Background: an optimization exercise with open tools, aiming at small area, a short achievable clock period and few clock cycles per item. Do not read the settings as production practice.
At most, simulation tests tie the RTL to the original design; equivalence was not proved.

Setup of build 54:
==> flow/design.v (excerpt) <==
module BSW (
    clk, rst, start,
    i_Q, i_R,
    o_Q_al,
    o_R_al,
    detail_info,
    done
);
Settings: LEC_CHECK=0, ABC_AREA=1, CAP_MARGIN=20, CORE_MARGIN=2, CORE_UTILIZATION=40, CTS_CLUSTER_DIAMETER=80, CTS_CLUSTER_SIZE=25, PLACE_DENSITY=0.88, SLEW_MARGIN=20; clock period 24.0 ns.
standard.sh (not shown) runs the stock make flow with config.mk's settings and CLKGATE_MAP_FILE= SYNTH_SCRIPT=/design/flow/synth_recipe.tcl, a recipe that flattens the netlist after the stock synthesis.
==> flow/flow/run.sh <==
#!/bin/bash
# Standard layout, with the port buffers made of buf_4 cells instead of the
# cell buffer_ports picks by default, and timing repair aiming at 18.5 ns of
# setup slack (the clock period stays the design's). Make's full output goes
# to flow.log; each tool's own logs stay under orfs/logs.
set -euo pipefail
export BUFFER_PORTS_ARGS="-buffer_cell sky130_fd_sc_hd__buf_4"
export SETUP_SLACK_MARGIN=18.5
bash standard.sh > flow.log 2>&1
Build 54: all stages complete, timing, DRC and antenna checks passed
Testbench counts of build 54, summed over its fixed seeds: cycles 44,498, items 320.
Changes in build 68 relative to build 54:
==> flow/flow/run.sh <==
#!/bin/bash
# Standard layout, with the port buffers made of buf_4 cells instead of the
# cell buffer_ports picks by default, and timing repair aiming at 18.2 ns of
# setup slack (the clock period stays the design's). Make's full output goes
# to flow.log; each tool's own logs stay under orfs/logs.
set -euo pipefail
export BUFFER_PORTS_ARGS="-buffer_cell sky130_fd_sc_hd__buf_4"
export SETUP_SLACK_MARGIN=18.2
bash standard.sh > flow.log 2>&1
Results
- Build 54 → build 68: cell area after layout shows no meaningful change; clock skew saw little to no change.
- Worst setup slack | build 68 above build 54
- Between build 68 and build 54, the mean instance size in the synthesized netlist does not differ in any meaningful way.
- On number of signal-net buffers in the layout, the lower figure sits with build 68, not build 54.
- The first-pass GRT wire length was comparable across build 54 and build 68.
## Diff of input files: build 61 against build 68
diff --git a/flow/config.mk b/flow/config.mk
--- a/flow/config.mk
+++ b/flow/config.mk
@@ -8,3 +8,3 @@
 export ABC_AREA = 1
-export CAP_MARGIN = 20
+export CAP_MARGIN = 10
 export CORE_MARGIN = 2
@@ -13,3 +13,2 @@
 export CTS_CLUSTER_SIZE = 25
-export PLACE_DENSITY = 0.88
-export SLEW_MARGIN = 20
+export SLEW_MARGIN = 10
## What came out
Compared with build 68, build 61 shows a higher wire length. Compared with build 68, in build 61 shortest clock period the worst path allows after layout increased 0.085 ns; register-to-register slack increased 0.04 ns; count of clock-buffer cells in the layout increased 6.8%; clock insertion delay at the later pin of the skew report essentially unchanged.
The inputs of build 76 differ from those of build 61 as listed below.
diff --git a/flow/config.mk b/flow/config.mk
--- a/flow/config.mk
+++ b/flow/config.mk
@@ -7,4 +7,4 @@
 export LEC_CHECK = 0
-export ABC_AREA = 1
-export CAP_MARGIN = 10
+export ABC_CLOCK_PERIOD_IN_PS = 3500
+export CAP_MARGIN = 20
 export CORE_MARGIN = 2
@@ -13,2 +13,3 @@
 export CTS_CLUSTER_SIZE = 25
-export SLEW_MARGIN = 10
+export PLACE_DENSITY = 0.88
+export SLEW_MARGIN = 20
[summary]
- The routed length per placed instance in build 61 is 0.894 times that in build 76.
- Against build 61, build 76 comes in 9.3% lower on total detailed-routing wirelength.
- Going from build 61 to build 76, the die area was shrunk.
- Measured against each other, build 76 and build 61 differ in clock period minus final worst setup slack, the lower figure coming from build 76.
- Area added between synthesis and finish for build 76 is higher than for build 61.
- Relative to build 61, inverter count of the layout excluding clock inverters decreased by 66% in build 76.
- In terms of final design area excluding fillers, build 61 and build 76 differ only marginally.
- Between build 76 and build 61, the global-route wire length before repair is lower for build 76.
- Adder-cell area share of the yosys netlist on build 76 is up relative to build 61.


BSW again, from the RTL that the note above started with.
export LEC_CHECK = 0
export ABC_AREA = 1
export CAP_MARGIN = 20
export CORE_MARGIN = 2
export CORE_UTILIZATION = 40
export CTS_CLUSTER_DIAMETER = 80
export CTS_CLUSTER_SIZE = 25
export PLACE_DENSITY = 0.93
export SLEW_MARGIN = 20
create_clock -name core_clock -period 24.0 [get_ports {clk}]
==> flow/flow/run.sh <==
#!/bin/bash
# Standard layout, with the port buffers made of buf_4 cells instead of the
# cell buffer_ports picks by default, and timing repair aiming at 18.2 ns of
# setup slack (the clock period stays the design's). Make's full output goes
# to flow.log; each tool's own logs stay under orfs/logs.
set -euo pipefail
export BUFFER_PORTS_ARGS="-buffer_cell sky130_fd_sc_hd__buf_4"
export SETUP_SLACK_MARGIN=18.2
bash standard.sh > flow.log 2>&1
Testbench counts at the start, summed over its fixed seeds: cycles 44,498, items 320.
Change:
--- a/flow/config.mk
+++ b/flow/config.mk
@@ -12,4 +12,3 @@
 export CTS_CLUSTER_DIAMETER = 80
 export CTS_CLUSTER_SIZE = 25
-export PLACE_DENSITY = 0.93
 export SLEW_MARGIN = 20
Outcome:
- worst setup slack is worse by 0.077 ns
- sequential share of layout area went down by 0.19 points
- synthesized cell count is unchanged
- die area is unchanged
Change:
--- a/flow/config.mk
+++ b/flow/config.mk
@@ -12,3 +12,5 @@
 export CTS_CLUSTER_DIAMETER = 80
 export CTS_CLUSTER_SIZE = 25
+export GPL_ROUTABILITY_DRIVEN = 0
+export PLACE_DENSITY = 0.88
 export SLEW_MARGIN = 20
Die area does not change.
Clock-buffer cell count came out lower by 4.
Flip-flop and latch count is unchanged.
Critical path depth does not change.
Setup slack gains 0.075 ns.
Routed wire length came out lower by about 13%.
Cell area came out lower by about 1.1%.
Register-to-register slack loses 0.22 ns.
Non-clock buffer count came out lower by 40.


## rev 12
Another version of the RTL of BSW (not shown whole).
For scale: ~11000 cells after synthesis, ~2400 flip-flops, about 0.088 mm^2 of cells after synthesis.
Settings: LEC_CHECK=0, ABC_AREA=1, CAP_MARGIN=50, CORE_MARGIN=2, CORE_UTILIZATION=40, CTS_BUF_LIST=sky130_fd_sc_hd__clkbuf_8, SLEW_MARGIN=50; clock period 24.0 ns.
run.sh (not shown) runs the stock make flow with config.mk's settings and CLKGATE_MAP_FILE= SYNTH_SCRIPT=/design/flow/synth_recipe.tcl, a recipe that flattens the netlist after the stock synthesis.
Stock flow here: none of the scripts above is used.
Rev 12: no failed stages, no open violations at the end
Testbench counts of rev 12, summed over its fixed seeds: cycles 49,099, items 320.
Changes in rev 13 relative to rev 12:
-- flow/config.mk --
<<< rev 12, line 11
export CORE_UTILIZATION = 40
export CTS_BUF_LIST = sky130_fd_sc_hd__clkbuf_8
export SLEW_MARGIN = 50
>>> rev 13, line 11
export CORE_UTILIZATION = 40
export SLEW_MARGIN = 50
==> comparison <==
Comparing rev 12 and rev 13, the lower via count is on rev 13. Met2 track utilization from global routing (lower): rev 13.


== xenon ==
Another version of the RTL of BSW (not shown whole).
Size: roughly 9800 cells after synthesis, ~2300 flip-flops, ~25 I/O pins.
Settings: LEC_CHECK=0, ABC_AREA=1, CAP_MARGIN=20, CORE_MARGIN=2, CORE_UTILIZATION=40, CTS_CLUSTER_DIAMETER=100, CTS_CLUSTER_SIZE=30, SLEW_MARGIN=20; clock period 24.0 ns.
standard.sh (not shown) runs the stock make flow with config.mk's settings and CLKGATE_MAP_FILE= SYNTH_SCRIPT=/design/flow/synth_recipe.tcl, a recipe that flattens the netlist after the stock synthesis.
Scripts as last shown in full above: flow/flow/run.sh
xenon reached the final stage; the timing, DRC and antenna checks on its layout passed.
Testbench counts of xenon, summed over its fixed seeds: cycles 44,498, items 320.
Inputs modified between xenon and indigo:
# xenon
export LEC_CHECK = 0
export ABC_AREA = 1
export CAP_MARGIN = 20
export CORE_MARGIN = 2
export CORE_UTILIZATION = 40
export CTS_CLUSTER_DIAMETER = 100
export CTS_CLUSTER_SIZE = 30
export SLEW_MARGIN = 20
create_clock -name core_clock -period 24.0 [get_ports {clk}]
# indigo
export LEC_CHECK = 0
export ABC_AREA = 1
export CAP_MARGIN = 20
export CORE_MARGIN = 2
export CORE_UTILIZATION = 50
export CTS_CLUSTER_DIAMETER = 80
export CTS_CLUSTER_SIZE = 25
export SLEW_MARGIN = 20
create_clock -name core_clock -period 24.0 [get_ports {clk}]
[summary]
- In the metrics for xenon and indigo, the one carrying the higher overall routing resource usage is indigo.
- xenon → indigo: sequential cell count held, area of the core went down about 20%.
- xenon leaves more setup margin than indigo.
- The run showing the smaller final instance area is xenon.
- As of indigo, number of placement rows had fallen by more than 10% compared to xenon.
- Status: number of global-route vias before repair parity (xenon, indigo)
- Cmp xenon and indigo / initial standard-cell utilization of the core / lower: xenon
- Number of antenna violations at the first check in global routing for indigo is lower than for xenon.
- Across both runs, hold slack was lower for indigo than for xenon.
[inputs] nickel vs indigo
# indigo
export LEC_CHECK = 0
export ABC_AREA = 1
export CAP_MARGIN = 20
export CORE_MARGIN = 2
export CORE_UTILIZATION = 50
export CTS_CLUSTER_DIAMETER = 80
export CTS_CLUSTER_SIZE = 25
export SLEW_MARGIN = 20
create_clock -name core_clock -period 24.0 [get_ports {clk}]
# nickel
export LEC_CHECK = 0
export ABC_AREA = 1
export CAP_MARGIN = 20
export CORE_MARGIN = 2
export CORE_UTILIZATION = 40
export CTS_CLUSTER_DIAMETER = 80
export CTS_CLUSTER_SIZE = 25
export SLEW_MARGIN = 20
create_clock -name core_clock -period 24.0 [get_ports {clk}]
Comparing the two runs side by side, nickel comes out ahead of indigo on smallest setup slack after layout.
Per the comparison of nickel with indigo, count of clock-net buffers in the final layout now sits lower, register-to-register slack now sits higher, initial antenna violation count now sits higher.
Global placer's final weighted congestion, indigo and nickel, lower one = nickel.
nickel vs indigo on detailed-placement wirelength estimate: nickel is the lower one.
Looking at final standard cell utilization of the core, nickel sits below indigo.
indigo -> nickel: remaining antenna violation count delta 0, exact match
Wire: nickel routes less than indigo
> inputs changed (nickel -> harbor)
==> flow/flow/run.sh <==
#!/bin/bash
# Standard layout, with these changes: the output flip-flops get their
# cell type's strongest drive (flow/upsize.tcl, after synthesis), the port
# buffers are buf_4 cells, and timing repair aims at 18.2 ns of setup slack
# (the clock period stays the design's). Each tool's output goes to a log
# here; the flow's own logs stay under orfs/logs.
set -euo pipefail
export BUFFER_PORTS_ARGS="-buffer_cell sky130_fd_sc_hd__buf_4"
export SETUP_SLACK_MARGIN=18.2
bash standard.sh synth > synth.log 2>&1
RES=orfs/results/$FLOW_PLATFORM/BSW/base openroad -no_init -exit flow/upsize.tcl > upsize.log 2>&1
bash standard.sh > flow.log 2>&1
==> flow/flow/upsize.tcl (new file) <==
# Give the flip-flop that drives the done port the strongest drive of its
# cell type (only the drive strength changes).
read_db $::env(RES)/1_synth.odb
read_liberty $::env(FLOW_HOME)/platforms/$::env(FLOW_PLATFORM)/lib/sky130_fd_sc_hd__tt_025C_1v80.lib
foreach inst [get_cells *] {
  set name [get_full_name $inst]
  set ref [get_property $inst ref_name]
  if {[regexp {^done_r} $name] && $ref eq "sky130_fd_sc_hd__dfrtp_1"} {
    replace_cell $inst sky130_fd_sc_hd__dfrtp_4
    puts "upsized $name $ref -> dfrtp_4"
  }
}
write_db $::env(RES)/1_synth.odb
From nickel to harbor the numbers moved as follows: overall overflow remaining after global route held steady, final cell count without fillers now sits at about the same level, non-clock buffer total of the final layout shrank by 0.60%.
Sort nickel and harbor by maximum cell stage delay along the critical path, descending, and harbor comes first.
The routed metal-1 wire length reported for harbor is smaller than that of nickel by 0.81%.
Looking at nickel and harbor, the synthesized area is a wash.
Compared with nickel, in harbor final non-filler cell area barely changed, total routed wirelength barely changed, fmax dropped 3.0 MHz, via count dropped 293.
Modified inputs, pepper compared to harbor
==> flow/flow/run.sh <==
#!/bin/bash
# Standard layout, with the port buffers made of buf_4 cells instead of the
# cell buffer_ports picks by default. Make's full output goes to flow.log;
# each tool's own logs stay under orfs/logs.
set -euo pipefail
export BUFFER_PORTS_ARGS="-buffer_cell sky130_fd_sc_hd__buf_4"
bash standard.sh > flow.log 2>&1
removed: flow/flow/upsize.tcl
--- outcome ---
~same cell area after synthesis in pepper and harbor
Area enclosed by the die boundary essentially unchanged between harbor and pepper.
Compare pepper and harbor | via count higher: pepper


== the reference run ==
BSW, a different RTL version from the one above (not shown whole).
For scale: about 9700 cells after synthesis, ~25 I/O pins.
// BSW
module BSW (
    clk, rst, start,
    i_Q, i_R,
    o_Q_al,
    o_R_al,
    detail_info,
    done
);
    input clk, rst;
    input  [2:0] i_Q, i_R;
    input  start;
    output [2:0] o_Q_al, o_R_al;
    output [8:0] detail_info;
    output done;
    localparam [1:0] C_STOP = 2'd0, C_I = 2'd1, C_D = 2'd2, C_G = 2'd3;
    integer k;
    function ge8;
        input [7:0] a, b;
        reg [7:0] g, l;
        reg [3:0] g1, l1;
        reg [1:0] g2, l2;
        integer t;
        begin
            g = a & ~b;
            l = ~a & b;
            for (t = 0; t < 4; t = t + 1) begin
                g1[t] = g[2*t+1] | (~l[2*t+1] & g[2*t]);
                l1[t] = l[2*t+1] | (~g[2*t+1] & l[2*t]);
            end
            for (t = 0; t < 2; t = t + 1) begin
                g2[t] = g1[2*t+1] | (~l1[2*t+1] & g1[2*t]);
                l2[t] = l1[2*t+1] | (~g1[2*t+1] & l1[2*t]);
            end
            ge8 = ~(l2[1] | (~g2[1] & l2[0]));
        end
    endfunction
    function [11:0] pe_cell;
        input [3:0] ta, tb;
        input noA, noB, mt, c0, c1;
        reg aGEb, selM, sat, hz;
        reg [3:0] tmx;
        reg [2:0] tu, tv;
        reg [1:0] v, code;
        reg [3:0] tdl, tdu;
        reg [4:0] xv;         
        begin
            if (noA) begin
                aGEb = 1'b0; tmx = tb;
            end else if (noB) begin
                aGEb = 1'b1; tmx = ta;
            end else begin
                aGEb = &(ta | ~tb); tmx = ta | tb;
            end
            selM = mt ? tmx[3] : tmx[0];
            tu   = selM ? tmx[3:1] : (mt ? 3'b111 : 3'b000);
            sat  = c0 & ~tu[0];
            tv   = {tu[2:1], tu[0] | sat};
            v    = {tv[1], tv[2] | (tv[0] & ~tv[1])};
            hz   = (c0 & ~tu[1]) | (c1 & ~tu[0]);
            if (hz)        code = C_STOP;
            else if (selM) code = aGEb ? C_I : C_D;
            else           code = c0 ? C_STOP : C_G;
            xv   = {1'b0, tv, 1'b1};
            tdl[0] = (~tb[0] | xv[1]) & (~tb[1] | xv[2]) & (~tb[2] | xv[3]) & ~tb[3];
  ...
clock: 24.0 ns
lec_check: 0
abc_area: 1
cap_margin: 20
core_margin: 2
core_utilization: 40
cts_cluster_diameter: 80
cts_cluster_size: 25
slew_margin: 20
==> flow/flow/run.sh <==
#!/bin/bash
# Standard layout, with the port buffers made of buf_4 cells instead of the
# cell buffer_ports picks by default, and timing repair aiming at 17.9 ns of
# setup slack (the clock period stays the design's). Make's full output goes
# to flow.log; each tool's own logs stay under orfs/logs.
set -euo pipefail
export BUFFER_PORTS_ARGS="-buffer_cell sky130_fd_sc_hd__buf_4"
export SETUP_SLACK_MARGIN=17.9
bash standard.sh > flow.log 2>&1
The reference run finished end to end and its layout was clean on timing, DRC and antenna.
Setup changes, the reference run to the trial run
==> flow/flow/run.sh <==
#!/bin/bash
# Standard layout, with the port buffers made of buf_4 cells instead of the
# cell buffer_ports picks by default. Make's full output goes to flow.log;
# each tool's own logs stay under orfs/logs.
set -euo pipefail
export BUFFER_PORTS_ARGS="-buffer_cell sky130_fd_sc_hd__buf_4"
bash standard.sh > flow.log 2>&1
[summary]
- Total non-filler cell area in the finished layout essentially unchanged between the reference run and the trial run.
- Status: fraction of the cycle the final worst path needs parity (the trial run, the reference run)
- Routing usage on met3 of the trial run is on par with the reference run.
- Between the reference run and the trial run, the difference in met1 usage is negligible.
- From the reference run to the trial run the numbers moved as follows: overall global routing resource usage did not really move, worst setup slack after layout decreased by 0.0035 ns relative to the old numbers.
- The trial run — hold slack 0.0059 ns lower, the reference run as reference
Function was not checked in any run of this note: the RTL went through the layout flow alone.

## afterwards: timing with drivers on the ports
How much do the figures lean on ideal ports? The routed layouts below were timed once more, with nothing changed but the port constraints.
Step 1: set_driving_cell puts a clkbuf_16 on clk and a buf_2 on each other input, an assumption about the parent block.
Step 2 times the ports against the registers' clock, not the clock port: input delays grow and output delays shrink by t, the midpoint of the rising clock arrivals with the driver on.
Three values: ideal, step 1, step 2; two values: the first two.
run | t, ns | setup WS [ns] | latest minus earliest clock arrival (ns) | worst data-port slew with drivers (ns)
build 54 | 0.893 | 17.899 / 17.804 / 18.643 | 0.083 / 0.083 | 0.04
build 68 | 0.891 | 17.903 / 17.807 / 18.376 | 0.086 / 0.086 | 0.04
build 61 | 0.897 | 17.818 / 17.730 / 18.424 | 0.082 / 0.082 | 0.06
build 76 | 0.865 | 17.864 / 17.783 / 18.197 | 0.106 / 0.106 | 0.08
the first run of note 2 | 0.921 | 17.874 / 17.788 / 18.355 | 0.119 / 0.119 | 0.05
the second run of note 2 | 0.912 | 17.797 / 17.708 / 18.375 | 0.079 / 0.079 | 0.06
the third run of note 2 | 0.893 | 17.872 / 17.786 / 18.161 | 0.082 / 0.082 | 0.04
rev 12 | 1.152 | 17.068 / 16.982 / 17.400 | 0.088 / 0.088 | 0.04
rev 13 | 0.967 | 17.231 / 17.135 / 17.437 | 0.073 / 0.074 | 0.04
xenon | 0.904 | 17.874 / 17.785 / 18.294 | 0.079 / 0.079 | 0.03
indigo | 0.931 | 17.709 / 17.617 / 18.309 | 0.085 / 0.085 | 0.06
nickel | 0.909 | 17.882 / 17.793 / 18.273 | 0.071 / 0.071 | 0.03
harbor | 0.906 | 17.767 / 17.673 / 18.231 | 0.090 / 0.090 | 0.03
pepper | 0.916 | 17.223 / 17.223 / 17.223 | 0.076 / 0.076 | 0.03
the reference run | 0.936 | 17.883 / 17.794 / 18.204 | 0.059 / 0.058 | 0.04
the trial run | 0.931 | 17.880 / 17.791 / 18.111 | 0.057 / 0.057 | 0.03
After both steps setup and hold are still met in every run listed.
